Context: an optimization exercise on an open-source flow, tuned for small area, a short achievable clock period and few clock cycles. The choices shown serve that exercise and are no tape-out recipe. Only simulation tests tie the RTL to the original design; equivalence was not proved. No activity file was given, so power comes from the tool's default toggle rates.

==> flow/design.v (excerpt) <==
module  ATCONV(
	input		clk,
	input		reset,
	output	reg	busy,
	input		ready,
	output reg	[11:0]	iaddr,
	input signed [12:0]	idata,
	output	reg 	cwr,
	output reg	[11:0]	caddr_wr,
	output reg 	[12:0] 	cdata_wr,
	output	reg 	crd,
	output reg	[11:0] 	caddr_rd,
	input 	[12:0] 	cdata_rd,
	output reg 	csel
	);
For scale: ~180 flip-flops, roughly 0.011 mm² of cells after synthesis.
==> flow/config.mk <==
export PLATFORM = sky130hd
export DESIGN_NAME = ATCONV
export DESIGN_NICKNAME = ATCONV
export VERILOG_FILES = /design/flow/design.v
export SDC_FILE = /design/flow/constraint.sdc
export NUM_CORES = 4
export LEC_CHECK = 0
export ABC_CLOCK_PERIOD_IN_PS = 2500
export CAP_MARGIN = 20
export CORE_MARGIN = 2
export CORE_UTILIZATION = 40
export CTS_BUF_LIST = sky130_fd_sc_hd__clkbuf_8 sky130_fd_sc_hd__clkbuf_16
export SETUP_SLACK_MARGIN = 5
export SLEW_MARGIN = 20
==> flow/constraint.sdc <==
create_clock -name core_clock -period 8.0 [get_ports {clk}]
set_input_delay 1.6000 -clock core_clock [delete_from_list [all_inputs] [get_ports {clk}]]
set_output_delay 1.6000 -clock core_clock [all_outputs]
set_load 0.01 [all_outputs]
standard.sh (not shown) runs the stock make flow with config.mk's settings and CLKGATE_MAP_FILE= SYNTH_SCRIPT=/design/flow/synth_recipe.tcl, a recipe that flattens the netlist after the stock synthesis.
==> flow/flow/run.sh <==
#!/bin/bash
set -euo pipefail
export BUFFER_PORTS_ARGS="-buffer_cell sky130_fd_sc_hd__buf_1"
bash standard.sh SETUP_SLACK_MARGIN=5.3 finish > standard.log 2>&1
Testbench counts at the start, summed over its fixed seeds: cycles 102,972.
Rerun with:
==> flow/run.sh (new file) <==
#!/bin/bash
# synth_recipe.tcl (not shown) runs the flow's synth.tcl, then flattens the netlist and writes it again
# the make line also repeats each setting of config.mk as NAME=value (left out here)
make -C /OpenROAD-flow-scripts/flow DESIGN_CONFIG=/design/flow/config.mk WORK_HOME=/design/flow/orfs CLKGATE_MAP_FILE= SYNTH_SCRIPT=/design/flow/synth_recipe.tcl finish
- CORE_UTILIZATION: 40 -> 60
- CTS_BUF_LIST: sky130_fd_sc_hd__clkbuf_8 sky130_fd_sc_hd__clkbuf_16 -> not set
removed: flow/flow/run.sh
removed: flow/standard.sh
Count of clock-buffer cells in the layout came out higher by 2.
Die area came out lower by 33%.
Cell area went down by about 3.3%.
Sequential power barely changes.
Total power came out lower by 4.6%.
Sequential cell count does not change.
Routed wire length fell by 8.5%.
Worst setup slack is worse by 290 ps.
Via count came out lower by 1.3%.
Rerun with:
==> flow/flow/run.sh (new file) <==
#!/bin/bash
set -euo pipefail
export BUFFER_PORTS_ARGS="-buffer_cell sky130_fd_sc_hd__buf_1"
bash standard.sh SETUP_SLACK_MARGIN=5.25 finish > standard.log 2>&1
==> flow/standard.sh (new file) <==
#!/bin/bash
# synth_recipe.tcl (not shown) runs the flow's synth.tcl, then flattens the netlist and writes it again
# the make line also repeats each setting of config.mk as NAME=value (left out here)
make -C /OpenROAD-flow-scripts/flow DESIGN_CONFIG=/design/flow/config.mk WORK_HOME=/design/flow/orfs CLKGATE_MAP_FILE= SYNTH_SCRIPT=/design/flow/synth_recipe.tcl "${@:-finish}"
- CORE_UTILIZATION: 60 -> 40
- CTS_BUF_LIST: not set -> sky130_fd_sc_hd__clkbuf_8
removed: flow/run.sh
Total power goes down by 0.43%.
Cell area goes up by 0.89%.
Setup slack gains 300 ps.
Rerun with:
==> flow/flow/run.sh (replaced) <==
#!/bin/bash
set -euo pipefail
export BUFFER_PORTS_ARGS="-buffer_cell sky130_fd_sc_hd__buf_1"
bash standard.sh SETUP_SLACK_MARGIN=5.7 finish > standard.log 2>&1
The new run went through all stages and came out clean. Core utilization grows by 6.1 points. Routed wire length grows by about 11%. Worst setup slack is better by 10 ps. Flip-flop and latch count is unchanged. Combinational power grows by about 24%. Total power grows by about 13%. Maximum frequency grows by about 0.4%. Final area grows by 13%.
Rerun with:
==> flow/flow/run.sh (replaced) <==
#!/bin/bash
set -euo pipefail
export BUFFER_PORTS_ARGS="-buffer_cell sky130_fd_sc_hd__buf_1"
bash standard.sh SETUP_SLACK_MARGIN=5.3 finish > standard.log 2>&1
- CAP_MARGIN: 20 -> 5
- SLEW_MARGIN: 20 -> 5
- TNS_END_PERCENT: not set -> 10
=> Die area stays the same. Via count fell by 7.5%. Count of clock-buffer cells in the layout does not change. Sequential power hardly moves. Synthesized cell count does not change.
Rerun with:
==> flow/flow/run.sh (replaced) <==
#!/bin/bash
# The standard layout, with plain buf_1 cells as the port buffers
# (buffer_ports otherwise picks a delay buffer of twice the area).
set -euo pipefail
export BUFFER_PORTS_ARGS="-buffer_cell sky130_fd_sc_hd__buf_1"
bash standard.sh "$@" > standard.log 2>&1
- CAP_MARGIN: 5 -> 20
- CTS_BUF_LIST: sky130_fd_sc_hd__clkbuf_8 -> not set
- SLEW_MARGIN: 5 -> 20
- TNS_END_PERCENT: 10 -> not set
Critical path depth rose by 10.
Hold slack hardly moves.
Wire length rose slightly.

-- re-timing with driven ports --
In the flow no input, the clock included, has a driving cell. The finished layouts below were timed again as built, in two steps.
Step 1 (the two cells are an assumption about what drives the block):
set clk [get_ports {clk}]
set_driving_cell -lib_cell sky130_fd_sc_hd__clkbuf_16 $clk
set_driving_cell -lib_cell sky130_fd_sc_hd__buf_2 [delete_from_list [all_inputs] $clk]
Step 2 moves the port delays by t, midway between the first and last clock arrival at a register: inputs arrive t later, outputs are due t later. That takes back most of the time a late clock gives input paths.
Slacks: ideal ports / drivers / drivers and shift; pairs: ideal ports / drivers.
| run | t (ns) | setup slack, ns | latest minus earliest clock arrival (ns) | worst register clock-pin slew, ns | pins driven straight from the clock port |
|---|---|---|---|---|---|
| the first run | 0.475 | 5.316 / 5.307 / 5.316 | 0.012 / 0.012 | 0.08 / 0.08 | 1 |
| the second run | 0.486 | 5.023 / 4.975 / 5.069 | 0.015 / 0.015 | 0.07 / 0.07 | 1 |
| the third run | 0.493 | 5.319 / 5.296 / 5.319 | 0.020 / 0.019 | 0.10 / 0.10 | 1 |
| the fourth run | 0.507 | 5.330 / 5.289 / 5.330 | 0.014 / 0.014 | 0.10 / 0.10 | 1 |
| the fifth run | 0.506 | 5.290 / 5.246 / 5.293 | 0.020 / 0.021 | 0.12 / 0.12 | 1 |
| the sixth run | 0.477 | 5.113 / 5.098 / 5.113 | 0.020 / 0.019 | 0.08 / 0.08 | 1 |
After both steps every run listed still meets setup and hold.
